This is an optimization exercise on Yosys and OpenROAD, whose aim is small area and a short achievable clock period, not a production implementation. The RTL was checked by simulation tests, not by an equivalence proof against the original design.

==> design/flow/run.sh <==
#!/bin/bash
# synth_recipe.tcl (not shown) runs the flow's synth.tcl, then flattens the netlist and writes it again
# the make line also repeats each setting of config.mk as NAME=value (left out here)
make -C /OpenROAD-flow-scripts/flow DESIGN_CONFIG=/design/flow/config.mk WORK_HOME=/design/flow/orfs CLKGATE_MAP_FILE= SYNTH_SCRIPT=/design/flow/synth_recipe.tcl finish
==> design/flow/config.mk <==
export PLATFORM = sky130hd
export DESIGN_NAME = sequencer
export DESIGN_NICKNAME = sequencer
export VERILOG_FILES = /design/flow/design.v
export SDC_FILE = /design/flow/constraint.sdc
export NUM_CORES = 4
export LEC_CHECK = 0
export CAP_MARGIN = 20
export CORE_MARGIN = 2
export CORE_UTILIZATION = 40
export PLACE_DENSITY = 0.6
export SLEW_MARGIN = 20
==> design/flow/constraint.sdc <==
create_clock -name core_clock -period 15.0 [get_ports {clk}]
set_input_delay 3.0000 -clock core_clock [delete_from_list [all_inputs] [get_ports {clk}]]
set_output_delay 3.0000 -clock core_clock [all_outputs]
set_load 0.01 [all_outputs]
==> design/flow/design.v <==
module base_ram #(
  parameter int unsigned Words = 32
) (
  input  logic        clk,
  input  logic        nrst,
  input  logic        we,
  input  logic        re,
  input  logic[7:0]   raddr1,
  input  logic[7:0]   raddr2,
  input  logic[7:0]   waddr,
  input  logic[31:0]  wdata,
  output logic[31:0]  rdataA,
  output logic[31:0]  rdataB
);
  localparam int unsigned AW = $clog2(Words);
  logic[31:0] mem [Words-1:0];  
  always_ff @(posedge clk) begin
    if (nrst && we)
      mem[waddr[AW-1:0]] <= wdata;
  end
  always_ff @(posedge clk, negedge nrst) begin
    if(!nrst) begin
      rdataA <= 'hdead_dead;
      rdataB <= 'hdead_dead;
    end
    else if (re) begin
      rdataA	<= mem[raddr1[AW-1:0]];
      rdataB	<= mem[raddr2[AW-1:0]];
    end
    else begin
      rdataA	<= rdataA;
      rdataB	<= rdataB;
    end
  end
endmodule
module tc_sram #(
  parameter int unsigned NumWords		= 128, 			 
  parameter int unsigned NumBanks		= 4,				 
  parameter int unsigned WordsPerBank	= NumWords/NumBanks,
  parameter int unsigned DataWidth    	= 32,  				 
  parameter int unsigned AddrWidth 	= 8
) (
  input  logic	clk,      									 
  input  logic  nrst,     									 
  input  logic  [NumBanks-1:0]re,
  input  logic  [NumBanks-1:0]we,
  input  logic[NumBanks-1:0][AddrWidth-1:0]waddr,    		 
  input  logic[NumBanks-1:0][AddrWidth-1:0]raddr1,
  input  logic[NumBanks-1:0][AddrWidth-1:0]raddr2,
  input  logic[NumBanks-1:0][DataWidth-1:0]wdata,    		 
  output logic[NumBanks-1:0][DataWidth-1:0]rdataA,   		 
  output logic[NumBanks-1:0][DataWidth-1:0]rdataB
);
  genvar i;
    generate
      for (i = 0; i < 4; i = i + 1) begin : MEM_Banks
          base_ram #(.Words(WordsPerBank)) BSRAM
          	(
              .clk(clk),
              .nrst(nrst),
              .we (we[i]),
              .re(re[i]),
              .raddr1(raddr1[i]),
              .raddr2(raddr2[i]),
              .waddr(waddr[i]),
              .wdata (wdata[i]),
              .rdataA(rdataA[i]),
              .rdataB(rdataB[i])
            );
      end
    endgenerate
endmodule
module sc_sram (
  input logic clk,
  input logic nrst,
  input logic we,
  input logic[4:0] addr,
  input logic[31:0] wdata,
  output logic[31:0] rdata
);
  logic[31:0] mem [31:0];  
  always_ff @(posedge clk) begin
    if (nrst && we)
      mem[addr] <= wdata;
  end
  always_ff @(posedge clk, negedge nrst) begin
    if(!nrst) begin
      rdata <= 32'd0;
    end
    else if (we == 1'b1) begin
      rdata	 <= rdata;
    end
    else begin
      rdata	<= mem[addr];
    end
  end
endmodule
module fifo_queue #(
  parameter int unsigned Depth = 16
) (
  input logic clk,
  input logic nrst,
  input logic write,
  input logic read,
  input logic[31:0] wdata,
  output logic[31:0] rdata,
  output logic full,
  output logic empty
 );
  localparam int unsigned PW = $clog2(Depth);
  logic[PW-1:0] fifo_cnt;
  logic[31:0] fifo_mem [Depth-1:0] ;  
  logic [PW-1:0] rd_ptr;
  logic [PW-1:0] wr_ptr;
  always_comb begin
    full = (fifo_cnt == Depth);
    empty = (fifo_cnt == 'd0);
  end
  always_ff @(posedge clk, negedge nrst) begin
    if(!nrst)
      fifo_cnt <= 'd0;
    else if(!full && write && !read)
      fifo_cnt <= fifo_cnt + 1'b1;
    else if(!empty && read && !write)
      fifo_cnt <= fifo_cnt - 1'b1;
    else
      fifo_cnt <= fifo_cnt;
  end
  always_ff @(posedge clk, negedge nrst) begin
    if(!nrst) begin
      for (int k = 0; k < Depth; k++)
        fifo_mem[k] <= '0;
    end
    else if (write)
      fifo_mem[wr_ptr] <= wdata;
  end
  always_ff @(posedge clk, negedge nrst) begin
    if(!nrst) begin
      rd_ptr <= 'd0;
      wr_ptr <= 'd0;
      rdata <= 'hdead;
    end
    else if(!read && write) begin
      wr_ptr <= wr_ptr + 1'b1;
    end
    else if(!write && read) begin
      rdata <= fifo_mem[rd_ptr];
      rd_ptr <= rd_ptr + 1'b1;
    end
    else if (read && write) begin
      rdata <= fifo_mem[rd_ptr];
      rd_ptr	<= rd_ptr + 1;
      wr_ptr	<= wr_ptr + 1;
    end
    else begin
      rd_ptr <= rd_ptr;
      wr_ptr <= wr_ptr;
      rdata <= 'hdead;
    end
  end
endmodule
module valu (
  input logic nrst,
  input logic valu_en,
  input logic[31:0] inA,
  input logic[31:0] inB,
  input logic[7:0] vrfb_addr,  
  input logic[8:0] op,
  output logic[31:0] out_res,
  output logic valid_out,
  output logic[7:0] vrfo_addr
  );
  always_comb begin
    if(!nrst)
      out_res = '0;
    else if(valu_en == 1'b1 && inA != 'hdead_dead && inB != 'hdead_dead) begin
      if( op == 9'h000 || op == 9'h004)
        out_res = inA + inB;
      else if(op == 9'h0B8 || op == 9'h0BC)
        out_res = inA * inB;
      else
        out_res = 'hdead_dead;
    end
    else
      out_res = 'hdead_dead;
  end
  assign vrfo_addr = vrfb_addr;
  assign valid_out = (!nrst || out_res == 'hdead_dead || valu_en == 1'b0) ? 1'b0 : 1'b1;
endmodule
  module arbiter (
  input logic clk,
  input logic nrst,
  input logic ld_req,
  input logic valu_req,
  output logic ld_gnt,
  output logic valu_gnt
);
  always_ff @(posedge clk, negedge nrst) begin
    if(!nrst) begin
      ld_gnt 	<= 'd0;
      valu_gnt	<= 'd0;
    end
    else begin
      if(ld_req == 1) begin
        valu_gnt	<= 'b0;
        ld_gnt		<= 'b1;
      end
      else if (valu_req == 1 && ld_req == 0) begin
        ld_gnt 		<= 'b0;
        valu_gnt	<= 'b1;
      end
      else begin
        valu_gnt	<= 'b0;
        ld_gnt		<= 'b0;
      end
    end
  end
endmodule
module sequencer (
  input logic clk,
  input logic nrst,
  output logic vseq_busy,  
  input logic[4:0] vs1,
  input logic[4:0] vs2,
  input logic[4:0] vd,
  input logic[2:0] lmul,
  input logic[2:0] vsew,
  input logic[31:0] vl,  
  input logic[15:0] var_dec_bits,  
  input logic[127:0] ld_data,  
  output logic[127:0] st_data,  
  input logic rw_done,  
  input logic w_done,  
  input logic s_done,  
  output logic[2:0] vid,
  input logic[4:0] s_addr,  
  input logic[31:0] s_inData,
  output logic[31:0] s_outData,
  input logic se  
);
  logic ldg;
  logic oqg;  
  assign vseq_busy = 1'b0;
  logic[3:0][7:0] vrf_addr1;  
  logic[3:0][7:0] vrf_addr2;
  logic[3:0][7:0] vrfd_addr;
  logic [3:0][31:0] inData;
  logic [3:0][31:0] outDataA;
  logic [3:0][31:0] outDataB;
  logic[3:0]vre;
  logic[3:0]vwe;
  logic lreq;
  logic oq_req;
  logic[31:0] srcA_ele;  
  logic[31:0] srcB_ele;
  logic[2:0]  vfu_id;
  logic[8:0]  valu_op;
  logic valu_start;  
  logic alu_dvalid;  
  logic[31:0] Vin_A;
  logic[31:0] Vin_B;
  logic[31:0] result;  
  logic oq_full;
  logic oq_empty;  
  logic[31:0] rq_out;  
  logic valid_out;  
  logic[31:0] valid_data;  
  logic [7:0] base_addr;
  logic [7:0] rbase_addr1;
  logic [7:0] rbase_addr2;
  logic [2:0] cnt;
  logic [2:0] w_cnt;  
  logic wb_rdy;
  logic wb_valid; 
  logic[7:0] wb_addr;
  logic[2:0] oq_cnt;
  localparam	IS0 = 4'd0,
  				IS1	= 4'd1,
  				IS2 = 4'd2,
  				IS3 = 4'd3,
  				IS4	= 4'd4;
  logic[3:0] INS;
  localparam	oq_IS0 = 4'd0,
  				oq_IS1 = 4'd1,
  				oq_IS2 = 4'd2,
  				oq_IS3 = 4'd3,
  				oq_IS4 = 4'd4;
  logic[3:0] oq_INS;
  assign valu_op = !nrst ? 9'd0 : var_dec_bits[15:7];  
  assign vid = !nrst ? 'd0 : vfu_id; 
  always_comb begin
    if(!nrst) begin
      base_addr = '0;
    end
    else begin
      case(vd) 
        5'd0 : begin
          base_addr = 7'd0;
        end
        5'd1 : begin
          base_addr = 7'd8;
        end
        5'd2 : begin
          base_addr = 7'd16;
        end
        5'd3 : begin
          base_addr = 7'd24;
        end
        default : begin
          base_addr = 7'd0;
        end
      endcase
    end
  end
  always_comb begin
    if(!nrst) begin
      rbase_addr1 = '0;
    end
    else begin
      case(vs1) 
        5'd0 : begin
          rbase_addr1 = 7'd0;
        end
        5'd1 : begin
          rbase_addr1 = 7'd8;
        end
        5'd2 : begin
          rbase_addr1 = 7'd16;
        end
        5'd3 : begin
          rbase_addr1 = 7'd24;
        end
        default : begin
          rbase_addr1 = '0;
        end
      endcase
    end
  end
  always_comb begin
    if(!nrst) begin
      rbase_addr2 = '0;
    end
    else begin
      case(vs2) 
        5'd0 : begin
          rbase_addr2 = 7'd0;
        end
        5'd1 : begin
          rbase_addr2 = 7'd8;
        end
        5'd2 : begin
          rbase_addr2 = 7'd16;
        end
        5'd3 : begin
          rbase_addr2 = 7'd24;
        end
        default : begin
          rbase_addr2 = '0;
        end
      endcase
    end
  end
  always_ff @(posedge clk, negedge nrst) begin
    if(!nrst)
      cnt <= 'd0;
    else if ((vfu_id[2] == 1) && INS == IS3) begin
      cnt <= cnt + 1;
    end
    else
      cnt <= cnt;
  end
  always_ff @(posedge clk, negedge nrst) begin
    if(!nrst)
      w_cnt <= 'd0;
    else if (vfu_id[0] == 1 && rw_done == 0 && ldg == 1)  
      w_cnt <= w_cnt + 1;
    else
      w_cnt <= 'd0;
  end
  always_ff @(posedge clk, negedge nrst) begin
    if(!nrst) begin
      vfu_id <= 3'b000;
      lreq <= 1'b0;
    end
    else if(var_dec_bits[6:0] == 7'b0000111) begin  
      vfu_id <= 3'b001; 
      lreq <= 1'b1;
    end
    else if (var_dec_bits[6:0] == 7'b0100111) begin
      vfu_id <= 3'b010;  
      lreq	 <= 1'b0;
    end
    else if (var_dec_bits[6:0] == 7'b1010111 && var_dec_bits[9:7] != 3'b111) begin
      vfu_id <= 3'b100;  
      lreq	 <= 1'b0;	
    end
    else begin
      vfu_id <= 3'b000;
      lreq <= 1'b0;
    end
  end
  assign valu_start = (vfu_id[2] == 1 && oq_full != 1);  
  always_ff @(posedge clk, negedge nrst) begin
    if(!nrst)
      wb_rdy <= 'b0;
    else if (oq_empty == 0)
      wb_rdy <= 'b1;
    else 
      wb_rdy <= 'b0;
  end
  always_ff @(posedge clk, negedge nrst) begin
    if(!nrst) begin
      wb_valid	<= 'b0;
      valid_data <= '0;
    end
    else if(oqg == 1 && wb_rdy == 1) begin
      wb_valid 	<= 'b1;
      valid_data <= rq_out;
    end
    else begin
      wb_valid	<= 'b0;
      valid_data <= '0;
    end
  end
  always_ff @(posedge clk, negedge nrst) begin
    if(!nrst)
      oq_req	<= 1'b0;
    else if(oq_empty != 1) 
      oq_req  <= 1'b1;
    else
      oq_req  <= 1'b0;
  end
    always_ff @(posedge clk, negedge nrst) begin
      if(!nrst) begin
        vwe			<= 'd0;
        vrfd_addr	<= 'd0;
        INS			<= IS0;
        oq_INS		<= oq_IS0;
        vre			<= 'd0;
        vrf_addr1	<= 'd0;
        vrf_addr2	<= 'd0;
        inData		<= '0;
        st_data		<= {4{32'hDEAD_DEAD}};
        Vin_A		<= 'hdead_dead;
        Vin_B		<= 'hdead_dead;
      end
      else if(vfu_id[0] == 1'b1 && ldg == 1) begin
        if(rw_done == 1) begin
          vwe 			<= 4'd0;
          vrfd_addr[0]	<= vrfd_addr[0];
          vrfd_addr[1]	<= vrfd_addr[1];
          vrfd_addr[2]	<= vrfd_addr[2];
          vrfd_addr[3]	<= vrfd_addr[3];
          inData[0]		<= 32'hDEAD_DEAD;
          inData[1]		<= 32'hDEAD_DEAD;
          inData[2]		<= 32'hDEAD_DEAD;
          inData[3]		<= 32'hDEAD_DEAD;
        end
        else begin
          vwe 			<= 4'hf;
          vrfd_addr[0]	<= base_addr + w_cnt;
          vrfd_addr[1]	<= base_addr + w_cnt;
          vrfd_addr[2]	<= base_addr + w_cnt;
          vrfd_addr[3]	<= base_addr + w_cnt;
          inData[0]		<= ld_data[31:0];
          inData[1]		<= ld_data[63:32];
          inData[2]		<= ld_data[95:64];
          inData[3]		<= ld_data[127:96];
        end
      end
      else if (vfu_id[1] == 1'b1) begin
        if(s_done == 1) begin
          vre 			<= 4'd0;
          vrf_addr1[0]	<= vrf_addr1[0];
          vrf_addr1[1]	<= vrf_addr1[1];
          vrf_addr1[2]	<= vrf_addr1[2];
          vrf_addr1[3]	<= vrf_addr1[3];
          st_data[31:0]		<= 32'hDEAD_DEAD;
          st_data[63:32]	<= 32'hDEAD_DEAD;
          st_data[95:64]	<= 32'hDEAD_DEAD;
          st_data[127:96]	<= 32'hDEAD_DEAD;
        end
        else begin
          vre 			<= 4'hf;
          vrf_addr1[0]	<= base_addr + w_cnt;
          vrf_addr1[1]	<= base_addr + w_cnt;
          vrf_addr1[2]	<= base_addr + w_cnt;
          vrf_addr1[3]	<= base_addr + w_cnt;
          st_data[31:0]		<= outDataA[0];
          st_data[63:32]	<= outDataA[1];
          st_data[95:64]	<= outDataA[2];
          st_data[127:96]	<= outDataA[3];
        end
      end
      else begin
        if(wb_valid == 1) begin
          case(oq_INS)
            oq_IS0	: begin
              vwe				<= 4'd1;
              vrfd_addr[0] 		<= wb_addr + oq_cnt;
              inData[0]	 		<= valid_data;
              oq_INS			<= oq_IS1;
            end
            oq_IS1	: begin
              vwe 				<= 4'd2;
              vrfd_addr[1]		<= wb_addr + oq_cnt;
              inData[1]			<= valid_data;
              oq_INS			<= oq_IS2;
            end
            oq_IS2	: begin
              vwe				<= 4'd4;
              vrfd_addr[2]		<= wb_addr + oq_cnt;
              inData[2]			<= valid_data;
              oq_INS			<= oq_IS3;
            end
            oq_IS3 	: begin
              vwe				<= 4'd8;
              vrfd_addr[3]		<= wb_addr + oq_cnt;
              inData[3]			<= valid_data;
              oq_INS			<= oq_IS0;
            end
          endcase
        end
        if(vfu_id[2] == 1'b1) begin
          case(INS)
            IS0	: begin
              vre				<= 4'd1;
              vrf_addr1[0] 	<= rbase_addr1 + cnt;
              Vin_A			<= outDataA[0];
              if(var_dec_bits[9] != 1) begin
                vrf_addr2[0] 	<= rbase_addr2 + cnt;
                Vin_B			<= outDataB[0];
              end
              else begin
                vrf_addr2[0]	<= '0;
                Vin_B			<= s_outData;
              end
              if(w_done == 0)
                INS				<= IS1;
              else begin
                INS			<= INS;
                vre			<= 'd0;
                vrf_addr1	<= '0;
                Vin_A		<= 'hdead_dead;
                Vin_B		<= 'hdead_dead;
              end
            end
            IS1	: begin
              vre				<= 4'd2;
              vrf_addr1[1] 	<= rbase_addr1 + cnt;
              Vin_A			<= outDataA[1];
              if(var_dec_bits[9] != 1) begin
                vrf_addr2[1] 	<= rbase_addr2 + cnt;
                Vin_B			<= outDataB[1];
              end
              else begin
                vrf_addr2[1]	<= '0;
                Vin_B			<= s_outData;
              end
              INS				<= IS2;
            end
            IS2	: begin
              vre				<= 4'd4;
              vrf_addr1[2] 	<= rbase_addr1 + cnt;
              Vin_A			<= outDataA[2];
              if(var_dec_bits[9] != 1) begin
                vrf_addr2[2] 	<= rbase_addr2 + cnt;
                Vin_B			<= outDataB[2];
              end
              else begin
                vrf_addr2[2]	<= '0;
                Vin_B			<= s_outData;
              end
              INS				<= IS3;
            end
            IS3 	: begin
              vre				<= 4'd8;
              vrf_addr1[3] 	<= rbase_addr1 + cnt;
              Vin_A			<= outDataA[3];
              if(var_dec_bits[9] != 1) begin
                vrf_addr2[3] 	<= rbase_addr2 + cnt;
                Vin_B			<= outDataB[3];
              end
              else begin
                vrf_addr2[3]	<= '0;
                Vin_B			<= s_outData;
              end
              INS				<= IS0;
           end
          endcase
        end
      end
    end
  always_ff @(posedge clk, negedge nrst) begin
    if(!nrst)
      oq_cnt <= 'd0;
    else if (wb_valid == 1 && oq_INS == oq_IS3) begin
      oq_cnt <= oq_cnt + 1;
    end
    else
      oq_cnt <= oq_cnt;
  end
    tc_sram #(
    .NumWords('d128),  
    .NumBanks('d4),	    
    .WordsPerBank('d32),  
    .DataWidth('d32),   
    .AddrWidth('d8)  
  )
  sram_dut0(
    .clk(clk),       
    .nrst(nrst),      
    .re(vre),
    .we(vwe),
    .waddr(vrfd_addr),     
    .raddr1(vrf_addr1),
    .raddr2(vrf_addr2),
    .wdata(inData),     
    .rdataA(outDataA),
    .rdataB(outDataB)
  );
  sc_sram scalar_RF(
    .clk(clk),
    .nrst(nrst),
    .we(se),
    .addr(s_addr),
    .wdata(s_inData),
    .rdata(s_outData)
  );
  valu v_alu(
    .nrst(nrst),
    .valu_en(valu_start),
    .inA(Vin_A),
    .inB(Vin_B),
    .vrfb_addr(base_addr),
    .op(valu_op),
    .out_res(result),
    .valid_out(alu_dvalid),
    .vrfo_addr(wb_addr)
  );
  fifo_queue #(.Depth(16)) fq_out (
    .clk(clk),
    .nrst(nrst),
    .write(alu_dvalid),  
    .read(wb_rdy),    
    .rdata(rq_out),
    .wdata(result),
    .full(oq_full),
    .empty(oq_empty)
  );
  arbiter arb_dut(
    .clk(clk),
    .nrst(nrst),
    .ld_req(lreq),
    .valu_req(oq_req),
    .ld_gnt(ldg),
    .valu_gnt(oqg)
  );
endmodule  
==> out/results.md <==
### Yosys
- 2.98% — fraction of the mapped netlist area in simple logic gates
- 20.0% — async set-or-reset flop fraction in the synthesized netlist
- edfxtp_1, mux4_2, dfrtp_1 — top cell types by occurrence after synthesis
- 3.75% — compound-cell area share of the yosys netlist
- 7 — Synth Warn #
- 24.6% — mux contribution to synthesized area
- 5120 — number of enable flip-flop cells after synthesis
- edfxtp_1 — cell type with the highest aggregate area in the netlist
- 103 — post-synth cell types
- 6404 — FF+latch count, synth
- 16000 — Post-Synthesis Cells
- 297000 um2 — Synth Cell Area
- 16900 — Mapped Nets
- 3.50% — synthesized-area fraction occupied by adder cells
- 18.6 um2 — mean instance size in the synthesized netlist
- edfxtp_1 — Most used DFF post-synth
- 0.371% — area share of xor/xnor cells in the synthesized design
- edfxtp_1 — most frequent cell after synthesis
- 51.7% — post-synth top area share
- multiplexers — dominant combinational cell family by area after synthesis
- edfxtp_1, mux4_2, dfrtp_1 — leading cell types by total area after synthesis
- 62.6% — sequential fraction of the synthesis area

### Timing
- 10.99 ns — shortest period the worst path allows
- false — setup repair after global routing missed its margin
- 0 — final-report max-slew violation count
- 0.101 ns — post-route clock skew
- 1.34 ns — slew at the pin closest to its max-slew limit
- 10.9% — Max-slew headroom
- 0 — count of final hold-check violations
- 91.0 MHz — achievable clock frequency
- 73.2% — share of the cycle needed by the critical path after routing
- 0 — endpoints failing setup
- 0 ns — Post-Route Setup TNS

### Clocking
- 0 — post-CTS setup buffers
- done — clock tree from TritonCTS
- 0.06 ns — clock slew at reported path FFs
- 0 — post-CTS resize count
- 4 — CTS max path bufs
- 677 — total clock buffers created by CTS
- clkbuf_16 — root buffer cell
- 0 — hold_buf cts
- 6404 — sinks on the clock net
- 6 — deepest level of the CTS H-tree
- 1.19 ns — Clk Latency, worst-skew pair

### Floorplan
- 866 um — die boundary height
- 751000 um2 — Die Area
- 404 — I/O pin count
- 40.2% — initial standard-cell utilization of the core
- 316 — Site Rows
- 866 um — Die X-Extent
- 741000 um2 — Placeable Area

### Route
- 6.36 — average vias per placed instance
- 37.5 um — DR WL/cell
- 0 — Antenna Violating Nets Remaining
- 171000 — Via Count
- 10 — number of optimization iterations in the first detailed-route pass
- 0 — number of DRC violations after detailed routing
- 23100 — Starting DRT DRC Count
- 1010000 um — overall routed net length

### Global route
- 26.3% — global routing usage summed across all routing layers
- 169000 — vias in the first global route
- 175 — pin count of the biggest net entering global routing
- 0 — GRT Residual Overflow
- 1380000 um — global-route wire length before repair
- 97 — initial antenna violation count

### Critical path
- reg2reg — critical path class
- 16.02 ns — required time reported for the critical path endpoint
- 4.01 ns — R2R setup slack
- flop — critical path endpoint category
- 12.01 ns — signal arrival time at the worst endpoint
- 32 — worst-path maximum fanout
- flop — Setup crit start kind

### Cells and area
- 13.2% — layout overhead on the synthesized area
- 106000 um2 — area of the multi-input gates
- 17100 — final-stage net count
- 62600 — fill cell count
- 31.6% — ratio of cells with drive above 1 in the final layout
- 186000 um2 — area taken by flip-flops and latches

### Placement
- 364 — Buffers on Ports
- 611000 um — DPL Wire Length
- 0.954 — global placer's final weighted congestion

### Status
- timing/DRC/antenna clean — outcome

### Flow run
- 0 — Maximum Capacitance Violations

### Min path
- reg2reg — worst hold path class

final cells by class:
class,count,area share [%]
multi-input cells,8016,31.5
clock buffers,948,5.66
inverters,386,0.432
flip-flops and latches,6404,55.4
well taps,9858,3.66
diodes,102,0.0758
repair buffers,835,2.20
clock inverters,324,1.07
cells in the final DEF, fill, tap and decap left out, types with 206 or more instances in the layout:
master,synthesis,final
a21oi_1,577,572
a22oi_1,246,244
and2_1,221,206
buf_4,1,447
clkbuf_16,0,689
clkdlybuf4s50_1,0,342
dfrtp_1,965,897
dfstp_2,319,319
edfxtp_1,5120,5120
fa_1,410,410
inv_1,385,382
mux2i_1,304,296
mux4_2,2820,2820
nand2_1,697,689
nor2_1,637,475
o21ai_0,293,292
through the flow:
step | hold slack (ns) | instance area (um2) | cells | utilization (%) | setup WS (ns)
final | 0.445 | 337000 | 26900 | 45.5 | 4.01
after global routing | 0.487 | 337000 | 26800 | 45.5 | 3.65
after CTS | 0.458 | 337000 | 26800 | 45.4 | 4.16
after detailed placement | 0.457 | 314000 | 25500 | 42.4 | 4.22
after global placement | 0.457 | 314000 | 25500 | 42.4 | 4.19
after floorplan | 0.411 | 297000 | 16000 | - | 5.96
state kept, by name (all words and copies together) (netlist names), 32 cells and up:
register,cells
sram_dut0.MEM_Banks.BSRAM.rdataB,128
sram_dut0.MEM_Banks.BSRAM.rdataA,128
valid_data,32
sram_dut0.MEM_Banks.BSRAM.mem,4096
Vin_A,32
inData,128
Vin_B,32
fq_out.rdata,32
scalar_RF.rdata,32
scalar_RF.mem,1024
fq_out.fifo_mem,512
st_data,128
path summary, 6_finish.rpt:
kind / cells past startpoint / end / start
hold reg to reg: 1 / valid_data[8] / fq_out.rdata[8]
min in group asynchronous: 1 / vfu_id[0] / nrst
hold / removal: 1 / valid_data[8] / fq_out.rdata[8]
setup reg to reg: 24 / fq_out.fifo_mem[3][0] / Vin_B[10]
max in group asynchronous: 5 / inData[76] / nrst
setup / recovery: 24 / fq_out.fifo_mem[3][0] / Vin_B[10]
critical path, stage by stage (launching register included):
cell      delay [ns]
dfstp_2         1.09
ha_1            0.42
inv_1           0.15
fa_1            0.50
fa_1            0.45
fa_1            0.53
fa_1            0.44
fa_1            0.49
fa_1            0.56
fa_1            0.43
fa_1            0.51
inv_1           0.04
ha_1            0.39
nand3_1         0.20
or4_1           0.53
o21ai_1         0.36
o21ai_0         0.19
xor2_1          0.47
a221oi_1        0.18
and4b_1         0.30
a41oi_4         0.26
buf_4           0.50
and4bb_2        0.71
buf_4           0.65
mux2_2          0.40
cells by family after synthesis:
| group | Yosys count |
|---|---|
| AO/OA/AOI/OAI | 1727 |
| multiplexers | 3663 |
| buffers and inverters | 1612 |
| XOR/XNOR | 126 |
| other | 1 |
| adder cells (fa/ha/maj) | 585 |
| flip-flops | 6404 |
| AND/OR/NAND/NOR | 1914 |
layer usage:
metal | global-route usage [%] | wire (um)
met1 | 35.1 | 382000
met2 | 39.4 | 453000
met3 | 7.76 | 112000
met4 | 13.5 | 60100
met5 | 0.102 | 146

-- port drivers added, routing unchanged --
Ports are ideal in the flow. The routed layout listed here was re-timed in OpenROAD. Step 1: set_driving_cell puts a clkbuf_16 on clk and a buf_2 on each other input, an assumption about the parent block. Step 2 times the ports against the registers' clock, not the clock port: input delays grow and output delays shrink by t, the midpoint of the rising clock arrivals with the driver on. a / b / c = no drivers / after step 1 / after step 2; a / b = the first two.
t (ns): 1.282
setup slack, ns: 4.013 / 4.013 / 4.013
worst hold slack (ns): 0.445 / 0.445 / 0.445
After both steps this run still meets setup and hold. The setup slack of this run moves by 0.000 ns with the drivers and by 0.000 ns with both steps.
